Source: an optimization exercise on an open RTL-to-GDS flow (aim: small area, a short achievable clock period and few clock cycles). Production flows keep margins and buffers that such runs may drop.
Where RTL was checked, it was by simulation tests only, not by an equivalence proof against the original.
Power figures rest on the tool's default switching activity, not on a simulated workload.

==> inputs of v17 <==
==> flow/design.v <==
module ALU (
    input [31:0] A,
    input [31:0] B,
    input [2:0] func,
    input alt,
    output reg [31:0] Q,
    output reg taken
);
    wire sub = alt & (func == 3'b000);
    wire [31:0] sum = A + (sub ? ~B : B) + {31'd0, sub};
    wire eq = (A == B);
    wire ltu = (A < B);
    wire lt = (A[31] ^ B[31]) ? A[31] : ltu;
    always @ (*) begin
        case (func)
            3'b000 : Q = sum;
            3'b001 : Q = A << B[4:0];
            3'b010 : Q = {31'd0, lt};
            3'b011 : Q = {31'd0, ltu};
            3'b100 : Q = A ^ B;
            3'b101 : begin
                if (alt)
                    Q = $signed(A) >>> B[4:0];
                else
                    Q = A >> B[4:0];
            end
            3'b110 : Q = A | B;
            default: Q = A & B;
        endcase
        case (func)
            3'b000 : taken = eq;
            3'b001 : taken = ~eq;
            3'b100 : taken = lt;
            3'b101 : taken = ~lt;
            3'b110 : taken = ltu;
            3'b111 : taken = ~ltu;
            default: taken = 1'b0;
        endcase
    end
endmodule
module registers (
    input clk,
    input we,
    input [4:0] wa,
    input [31:0] wd,
    input [4:0] ra1, ra2,
    output reg [31:0] rd1, rd2
    );
    reg [31:0] register [31:1];
    always @ (posedge clk) begin
        if (we && wa != 5'd0)
            register[wa] <= wd;
    end
    integer k;
    always @ (*) begin
        rd1 = 32'b0;
        rd2 = 32'b0;
        for (k = 1; k < 32; k = k + 1) begin
            rd1 = rd1 | (register[k] & {32{ra1 == k}});
            rd2 = rd2 | (register[k] & {32{ra2 == k}});
        end
    end
endmodule
module sign_extender (
    input [31:0] instruction,
    output is_load, is_store, is_branch, is_jal, is_jalr, is_lui, is_auipc, is_opimm, is_op, is_ebreak,
    output reg [31:0] imm
    );
    wire [31:0] i = instruction;
    wire [4:0] op = i[6:2];
    assign is_load   = (op == 5'b00000);
    assign is_store  = (op == 5'b01000);
    assign is_branch = (op == 5'b11000);
    assign is_jal    = (op == 5'b11011);
    assign is_jalr   = (op == 5'b11001);
    assign is_lui    = (op == 5'b01101);
    assign is_auipc  = (op == 5'b00101);
    assign is_opimm  = (op == 5'b00100);
    assign is_op     = (op == 5'b01100);
    assign is_ebreak = (i == 32'h00100073);
    always @ (*) begin
        if (is_store)
            imm = {{20{i[31]}}, i[31:25], i[11:7]};
        else if (is_branch)
            imm = {{19{i[31]}}, i[31], i[7], i[30:25], i[11:8], 1'b0};
        else if (is_lui | is_auipc)
            imm = {i[31:12], 12'b0};
        else if (is_jal)
            imm = {{11{i[31]}}, i[31], i[19:12], i[20], i[30:21], 1'b0};
        else
            imm = {{20{i[31]}}, i[31:20]};
    end
endmodule
module load_store_unit (
    input [2:0] func,
    input [1:0] byte_offset,
    input [31:0] store_data,
    input [31:0] mem_rdata,
    output reg [31:0] mem_wdata,
    output reg [3:0] mem_wstrb,
    output reg [31:0] load_data
);
    reg [31:0] shifted;
    always @ (*) begin
        case (func[1:0])
            2'b00 : begin
                mem_wdata = {4{store_data[7:0]}};
                mem_wstrb = 4'b0001 << byte_offset;
            end
            2'b01 : begin
                mem_wdata = {2{store_data[15:0]}};
                mem_wstrb = byte_offset[1] ? 4'b1100 : 4'b0011;
            end
            default : begin
                mem_wdata = store_data;
                mem_wstrb = 4'b1111;
            end
        endcase
        shifted = mem_rdata >> {byte_offset, 3'b000};
        case (func)
            3'b000 : load_data = {{24{shifted[7]}}, shifted[7:0]};
            3'b001 : load_data = {{16{shifted[15]}}, shifted[15:0]};
            3'b100 : load_data = {24'b0, shifted[7:0]};
            3'b101 : load_data = {16'b0, shifted[15:0]};
            default: load_data = mem_rdata;
        endcase
    end
endmodule
module riscv_top (
    input clk,
    input rst_n,
    output mem_req,
    output mem_we,
    output [31:0] mem_addr,
    output [31:0] mem_wdata,
    output [3:0] mem_wstrb,
    input mem_ready,
    input [31:0] mem_rdata,
    output run_complete
    );
    reg        halted;
    reg [31:0] ex_a;         
    reg [31:0] ex_b;         
    reg [31:0] ex_imm;       
    reg [29:0] npc;          
    reg [4:0]  ex_rd;
    reg [2:0]  ex_f3;
    reg        ex_alt;
    reg        ex_wr, ex_ld, ex_st, ex_br, ex_jal, ex_jalr, ex_imres, ex_eb;
    wire [31:0] alu_q;
    wire        taken;
    ALU alu (.A(ex_a), .B(ex_b), .func(ex_f3), .alt(ex_alt), .Q(alu_q), .taken(taken));
    wire [31:0] agu = ex_a + ex_imm;
    wire [31:0] link = {npc, 2'b00};
    wire ex_mem = ex_ld | ex_st;
    assign run_complete = halted | ex_eb;
    wire fetching = ~halted & ~ex_mem & ~ex_eb;
    wire [31:0] fa = (ex_mem | ex_jalr) ? agu :
                     (ex_jal | (ex_br & taken)) ? ex_imm :
                     link;
    assign mem_req = ~run_complete;
    assign mem_we = ex_st;
    assign mem_addr = {fa[31:2], ex_mem ? fa[1:0] : 2'b00};
    wire [31:0] load_data;
    load_store_unit lsu (.func(ex_f3), .byte_offset(agu[1:0]), .store_data(ex_b), .mem_rdata(mem_rdata),
                         .mem_wdata(mem_wdata), .mem_wstrb(mem_wstrb), .load_data(load_data));
    wire [31:0] res_nl = (ex_jal | ex_jalr) ? link : ex_imres ? ex_imm : alu_q;
    wire [31:0] wdata = ex_ld ? load_data : res_nl;
    wire        rf_we = ex_wr & (~ex_ld | mem_ready);
    wire [31:0] ins = mem_rdata;
    wire [4:0]  rs1 = ins[19:15], rs2 = ins[24:20];
    wire [31:0] r1, r2;
    registers rf (.clk(clk), .we(rf_we), .wa(ex_rd), .wd(wdata), .ra1(rs1), .ra2(rs2), .rd1(r1), .rd2(r2));
    wire d_load, d_store, d_branch, d_jal, d_jalr, d_lui, d_auipc, d_opimm, d_op, d_ebreak;
    wire [31:0] d_imm;
    sign_extender dec (.instruction(ins), .is_load(d_load), .is_store(d_store), .is_branch(d_branch),
                       .is_jal(d_jal), .is_jalr(d_jalr), .is_lui(d_lui), .is_auipc(d_auipc),
                       .is_opimm(d_opimm), .is_op(d_op), .is_ebreak(d_ebreak), .imm(d_imm));
    wire [31:0] a_in = (ex_wr & (rs1 == ex_rd)) ? res_nl : r1;
    wire [31:0] b_rs = (ex_wr & (rs2 == ex_rd)) ? res_nl : r2;
    wire [31:0] b_in = d_opimm ? d_imm : b_rs;
    wire [31:0] pcrel = {fa[31:2], 2'b00} + d_imm;
    wire [31:0] imm_in = (d_branch | d_jal | d_auipc) ? pcrel : d_imm;
    wire d_wr = (d_load | d_jal | d_jalr | d_lui | d_auipc | d_opimm | d_op) & (ins[11:7] != 5'd0);
    wire take = fetching & mem_ready;    
    wire hold = ex_mem & ~mem_ready;     
    always @ (posedge clk or negedge rst_n) begin
        if (!rst_n) begin
            halted <= 1'b0;
            npc <= 30'd0;
            ex_wr <= 1'b0;
            ex_ld <= 1'b0;
            ex_st <= 1'b0;
            ex_br <= 1'b0;
            ex_jal <= 1'b0;
            ex_jalr <= 1'b0;
            ex_eb <= 1'b0;
        end
        else begin
            if (ex_eb)
                halted <= 1'b1;
            if (fetching)
                npc <= mem_ready ? fa[31:2] + 30'd1 : fa[31:2];
            if (!hold) begin
                ex_wr <= take & d_wr;
                ex_ld <= take & d_load;
                ex_st <= take & d_store;
                ex_br <= take & d_branch;
                ex_jal <= take & d_jal;
                ex_jalr <= take & d_jalr;
                ex_eb <= take & d_ebreak;
            end
        end
    end
    always @ (posedge clk) begin
        if (take) begin
            ex_a <= a_in;
            ex_b <= b_in;
            ex_imm <= imm_in;
            ex_rd <= ins[11:7];
            ex_f3 <= ins[14:12];
            ex_alt <= ins[30] & (d_op | (d_opimm & ins[14:12] == 3'b101));
            ex_imres <= d_lui | d_auipc;
        end
    end
endmodule
==> flow/run.sh <==
#!/bin/bash
# synth_recipe.tcl (not shown) runs the flow's synth.tcl, then flattens the netlist and writes it again
# the make line also repeats each setting of config.mk as NAME=value (left out here)
make -C /OpenROAD-flow-scripts/flow DESIGN_CONFIG=/design/flow/config.mk WORK_HOME=/design/flow/orfs CLKGATE_MAP_FILE= SYNTH_SCRIPT=/design/flow/synth_recipe.tcl finish
==> flow/config.mk <==
export PLATFORM = sky130hd
export DESIGN_NAME = riscv_top
export DESIGN_NICKNAME = riscv_top
export VERILOG_FILES = /design/flow/design.v
export SDC_FILE = /design/flow/constraint.sdc
export NUM_CORES = 4
export LEC_CHECK = 0
export ABC_CLOCK_PERIOD_IN_PS = 5000
export CAP_MARGIN = 20
export CORE_MARGIN = 2
export CORE_UTILIZATION = 40
export SETUP_SLACK_MARGIN = 5
export SLEW_MARGIN = 20
==> flow/constraint.sdc <==
create_clock -name core_clock -period 12.0 [get_ports {clk}]
set_input_delay 2.4000 -clock core_clock [delete_from_list [all_inputs] [get_ports {clk}]]
set_output_delay 2.4000 -clock core_clock [all_outputs]
set_load 0.01 [all_outputs]
==> v13: changes against v17 <==
--- a/flow/design.v
+++ b/flow/design.v
@@ -5,10 +5,22 @@
     input alt,
-    output reg [31:0] Q,
-    output reg taken
-);
-    wire sub = alt & (func == 3'b000);
-    wire [31:0] sum = A + (sub ? ~B : B) + {31'd0, sub};
-    wire eq = (A == B);
-    wire ltu = (A < B);
-    wire lt = (A[31] ^ B[31]) ? A[31] : ltu;
+    output reg [31:0] Q
+);
+    wire sub = (alt & (func == 3'b000)) | (func[2:1] == 2'b01);
+    wire [31:0] sum;
+    wire co;
+    fast_add #(32) add (.a(A), .b(sub ? ~B : B), .cin(sub), .s(sum), .cout(co));
+    wire ltu = ~co;
+    wire lt = (A[31] ^ B[31]) ? A[31] : sum[31];
+    reg [31:0] a_rev, sh_rev;
+    wire left = ~func[2];
+    wire [31:0] sh_in = left ? a_rev : A;
+    wire [32:0] sh_ext = {alt & A[31] & func[2], sh_in};
+    wire [32:0] sh_out = $signed(sh_ext) >>> B[4:0];
+    integer k;
+    always @ (*) begin
+        for (k = 0; k < 32; k = k + 1) begin
+            a_rev[k] = A[31-k];
+            sh_rev[k] = sh_out[31-k];
+        end
+    end
     always @ (*) begin
@@ -16,3 +28,3 @@
             3'b000 : Q = sum;
-            3'b001 : Q = A << B[4:0];
+            3'b001 : Q = sh_rev;
             3'b010 : Q = {31'd0, lt};
@@ -20,19 +32,5 @@
             3'b100 : Q = A ^ B;
-            3'b101 : begin
-                if (alt)
-                    Q = $signed(A) >>> B[4:0];
-                else
-                    Q = A >> B[4:0];
-            end
+            3'b101 : Q = sh_out[31:0];
             3'b110 : Q = A | B;
             default: Q = A & B;
-        endcase
-        case (func)
-            3'b000 : taken = eq;
-            3'b001 : taken = ~eq;
-            3'b100 : taken = lt;
-            3'b101 : taken = ~lt;
-            3'b110 : taken = ltu;
-            3'b111 : taken = ~ltu;
-            default: taken = 1'b0;
         endcase
@@ -62,2 +60,48 @@
     end
+endmodule
+module fast_add #(parameter W = 32, parameter L = 5) (
+    input [W-1:0] a,
+    input [W-1:0] b,
+    input cin,
+    output [W-1:0] s,
+    output cout
+);
+    wire [W-1:0] g [0:L];
+    wire [W-1:0] p [0:L];
+    wire [W-1:0] x = a ^ b;
+    assign g[0] = {a[W-1:1] & b[W-1:1], (a[0] & b[0]) | (x[0] & cin)};
+    assign p[0] = x;
+    genvar l, i;
+    generate
+        for (l = 0; l < L; l = l + 1) begin : lvl
+            for (i = 0; i < W; i = i + 1) begin : bitpos
+                if (i >= (1 << l)) begin : comb
+                    assign g[l+1][i] = g[l][i] | (p[l][i] & g[l][i - (1 << l)]);
+                    assign p[l+1][i] = p[l][i] & p[l][i - (1 << l)];
+                end
+                else begin : pass
+                    assign g[l+1][i] = g[l][i];
+                    assign p[l+1][i] = p[l][i];
+                end
+            end
+        end
+    endgenerate
+    assign s = x ^ {g[L][W-2:0], cin};
+    assign cout = g[L][W-1];
+endmodule
+module fast_inc #(parameter W = 30) (
+    input [W-1:0] a,
+    output [W-1:0] s
+);
+    genvar i;
+    generate
+        for (i = 0; i < W; i = i + 1) begin : bitpos
+            if (i == 0) begin : lsb
+                assign s[0] = ~a[0];
+            end
+            else begin : upper
+                assign s[i] = a[i] ^ (&a[i-1:0]);
+            end
+        end
+    endgenerate
 endmodule
@@ -143,3 +187,3 @@
     reg [31:0] ex_b;         
-    reg [31:0] ex_imm;       
+    reg [31:0] ex_t;         
     reg [29:0] npc;          
@@ -147,8 +191,6 @@
     reg [2:0]  ex_f3;
-    reg        ex_alt;
-    reg        ex_wr, ex_ld, ex_st, ex_br, ex_jal, ex_jalr, ex_imres, ex_eb;
+    reg        ex_alt, ex_imres, ex_link;
+    reg        ex_wr, ex_ld, ex_st, ex_jump, ex_eb;
     wire [31:0] alu_q;
-    wire        taken;
-    ALU alu (.A(ex_a), .B(ex_b), .func(ex_f3), .alt(ex_alt), .Q(alu_q), .taken(taken));
-    wire [31:0] agu = ex_a + ex_imm;
+    ALU alu (.A(ex_a), .B(ex_b), .func(ex_f3), .alt(ex_alt), .Q(alu_q));
     wire [31:0] link = {npc, 2'b00};
@@ -157,5 +199,3 @@
     wire fetching = ~halted & ~ex_mem & ~ex_eb;
-    wire [31:0] fa = (ex_mem | ex_jalr) ? agu :
-                     (ex_jal | (ex_br & taken)) ? ex_imm :
-                     link;
+    wire [31:0] fa = (ex_mem | ex_jump) ? ex_t : link;
     assign mem_req = ~run_complete;
@@ -164,5 +204,5 @@
     wire [31:0] load_data;
-    load_store_unit lsu (.func(ex_f3), .byte_offset(agu[1:0]), .store_data(ex_b), .mem_rdata(mem_rdata),
+    load_store_unit lsu (.func(ex_f3), .byte_offset(ex_t[1:0]), .store_data(ex_b), .mem_rdata(mem_rdata),
                          .mem_wdata(mem_wdata), .mem_wstrb(mem_wstrb), .load_data(load_data));
-    wire [31:0] res_nl = (ex_jal | ex_jalr) ? link : ex_imres ? ex_imm : alu_q;
+    wire [31:0] res_nl = ex_link ? link : ex_imres ? ex_t : alu_q;
     wire [31:0] wdata = ex_ld ? load_data : res_nl;
@@ -181,5 +221,29 @@
     wire [31:0] b_in = d_opimm ? d_imm : b_rs;
-    wire [31:0] pcrel = {fa[31:2], 2'b00} + d_imm;
-    wire [31:0] imm_in = (d_branch | d_jal | d_auipc) ? pcrel : d_imm;
+    wire d_pcrel = d_branch | d_jal | d_auipc;
+    wire [31:0] t_base = d_pcrel ? {fa[31:2], 2'b00} : (a_in & {32{~d_lui}});
+    wire [31:0] t_in;
+    wire t_co;
+    fast_add #(32) t_add (.a(t_base), .b(d_imm), .cin(1'b0), .s(t_in), .cout(t_co));
+    wire br_eq = (a_in == b_rs);
+    wire [31:0] br_diff;
+    wire br_nb;
+    fast_add #(32) br_cmp (.a(a_in), .b(~b_rs), .cin(1'b1), .s(br_diff), .cout(br_nb));
+    wire br_ltu = ~br_nb;
+    wire br_lt = (a_in[31] ^ b_rs[31]) ? a_in[31] : br_ltu;
+    reg  br_taken;
+    always @ (*) begin
+        case (ins[14:12])
+            3'b000 : br_taken = br_eq;
+            3'b001 : br_taken = ~br_eq;
+            3'b100 : br_taken = br_lt;
+            3'b101 : br_taken = ~br_lt;
+            3'b110 : br_taken = br_ltu;
+            3'b111 : br_taken = ~br_ltu;
+            default: br_taken = 1'b0;
+        endcase
+    end
     wire d_wr = (d_load | d_jal | d_jalr | d_lui | d_auipc | d_opimm | d_op) & (ins[11:7] != 5'd0);
+    wire d_jump = d_jal | d_jalr | (d_branch & br_taken);
+    wire [29:0] fa_inc;
+    fast_inc #(30) npc_inc (.a(fa[31:2]), .s(fa_inc));
     wire take = fetching & mem_ready;    
@@ -193,5 +257,3 @@
             ex_st <= 1'b0;
-            ex_br <= 1'b0;
-            ex_jal <= 1'b0;
-            ex_jalr <= 1'b0;
+            ex_jump <= 1'b0;
             ex_eb <= 1'b0;
@@ -202,3 +264,3 @@
             if (fetching)
-                npc <= mem_ready ? fa[31:2] + 30'd1 : fa[31:2];
+                npc <= mem_ready ? fa_inc : fa[31:2];
             if (!hold) begin
@@ -207,5 +269,3 @@
                 ex_st <= take & d_store;
-                ex_br <= take & d_branch;
-                ex_jal <= take & d_jal;
-                ex_jalr <= take & d_jalr;
+                ex_jump <= take & d_jump;
                 ex_eb <= take & d_ebreak;
@@ -218,3 +278,3 @@
             ex_b <= b_in;
-            ex_imm <= imm_in;
+            ex_t <= t_in;
             ex_rd <= ins[11:7];
@@ -223,4 +283,5 @@
             ex_imres <= d_lui | d_auipc;
-        end
-    end
-endmodule
+            ex_link <= d_jal | d_jalr;
+        end
+    end
+endmodule
ABC_CLOCK_PERIOD_IN_PS = not set   (was 5000)
CTS_BUF_LIST = sky130_fd_sc_hd__clkbuf_16   (was not set)
CTS_CLUSTER_DIAMETER = 100   (was not set)
CTS_CLUSTER_SIZE = 20   (was not set)
==> tab_implementation.tex <==
\begin{tabular}{lr}
\hline
Metric & Value \\
\hline
\multicolumn{2}{l}{\textbf{Timing}} \\
\quad Worst hold slack & between 0.4 and 0.5 ns \\
\quad Setup WS post-layout & roughly 5.0 ns \\
\multicolumn{2}{l}{\textbf{Detailed routing}} \\
\quad Wire length on met2 & 131000 µm \\
\quad Number of DRC markers after the initial detailed-route iteration & 13.3k \\
\multicolumn{2}{l}{\textbf{Die}} \\
\quad Initial core utilization & 40.4\% \\
\quad Tap cells & 2030 \\
\multicolumn{2}{l}{\textbf{Setup path}} \\
\quad Depth of the critical timing path with buffers and inverters included & 14 \\
\multicolumn{2}{l}{\textbf{CTS}} \\
\quad Buffer count from post-CTS setup fixing & 69 \\
\quad Insertion delay of the later-clocked pin in the worst-skew pair & 0.83 ns \\
\quad Inserted Clock Buffers & around 120 \\
\multicolumn{2}{l}{\textbf{Status}} \\
\quad Run status & timing/DRC/antenna clean \\
\multicolumn{2}{l}{\textbf{Finish}} \\
\quad Total number of multi-input combinational cells & 3567 \\
\quad Area Overhead vs Synth & 16.9\% \\
\quad Post-Route Utilization & roughly 47\% \\
\multicolumn{2}{l}{\textbf{Global routing}} \\
\quad Initial antenna violation count & 16 \\
\hline
\end{tabular}
-- figures above: v17

==> tab_implementation.tex <==
\begin{tabular}{lr}
\hline
Metric & Value \\
\hline
\multicolumn{2}{l}{\textbf{Setup path}} \\
\quad Depth of the critical timing path with buffers and inverters included & 20 \\
\quad Slowest stage delay, CP & roughly 0.80 ns \\
\multicolumn{2}{l}{\textbf{CTS}} \\
\quad Buffer count from post-CTS setup fixing & 114 \\
\multicolumn{2}{l}{\textbf{Detailed routing}} \\
\quad Number of DRC markers after the initial detailed-route iteration & 13.1k \\
\quad Wire length on met2 & 130000 µm \\
\quad Highest metal layer with signal wires & met5 \\
\multicolumn{2}{l}{\textbf{Finish}} \\
\quad Area Overhead vs Synth & 15.9\% \\
\quad Total number of multi-input combinational cells & 3449 \\
\quad Post-Route Utilization & 46.5\% \\
\multicolumn{2}{l}{\textbf{Timing}} \\
\quad Worst hold slack & 0.476 ns \\
\quad Setup WS post-layout & 4.90 ns \\
\multicolumn{2}{l}{\textbf{Global routing}} \\
\quad Initial antenna violation count & 22 \\
\multicolumn{2}{l}{\textbf{Status}} \\
\quad Run status & timing/DRC/antenna clean \\
\multicolumn{2}{l}{\textbf{Power and ir drop}} \\
\quad Cell Int Power & 0.00676 W \\
\hline
\end{tabular}
-- figures above: v13

Testbench counts of v13, summed over its fixed seeds: cycles 20,570.
The RTL of v17 was laid out without a check of its function.

[static timing again, ports no longer ideal]
No port has a modelled driver above. Below, the same layouts with a new extraction and two added sets of constraints.
Step 1: set_driving_cell puts a clkbuf_16 on clk and a buf_2 on each other input, an assumption about the parent block.
Step 2 adds t to the input delays and takes it off the output delays; t is the mean of the earliest and latest rising clock arrival at the registers after step 1. Input paths then give back, and output paths get back, about the clock's delay inside the block.
Three values: ideal, step 1, step 2; two values: the first two.
run | shift t [ns] | setup slack, ns | hold slack, ns | slew at the worst register clock pin (ns) | cell pins on the clock port's net
v17 | 0.855 | 5.011 / 4.934 / 4.210 | 0.458 / 0.458 / 0.458 | 0.08 / 0.08 | 1
v13 | 0.792 | 4.903 / 4.952 / 4.168 | 0.476 / 0.476 / 0.476 | 0.10 / 0.10 | 1
After both steps every run listed still meets setup and hold. For v17, which loses most, drivers alone change the setup slack by -0.077 ns; drivers and shift together by -0.801 ns.
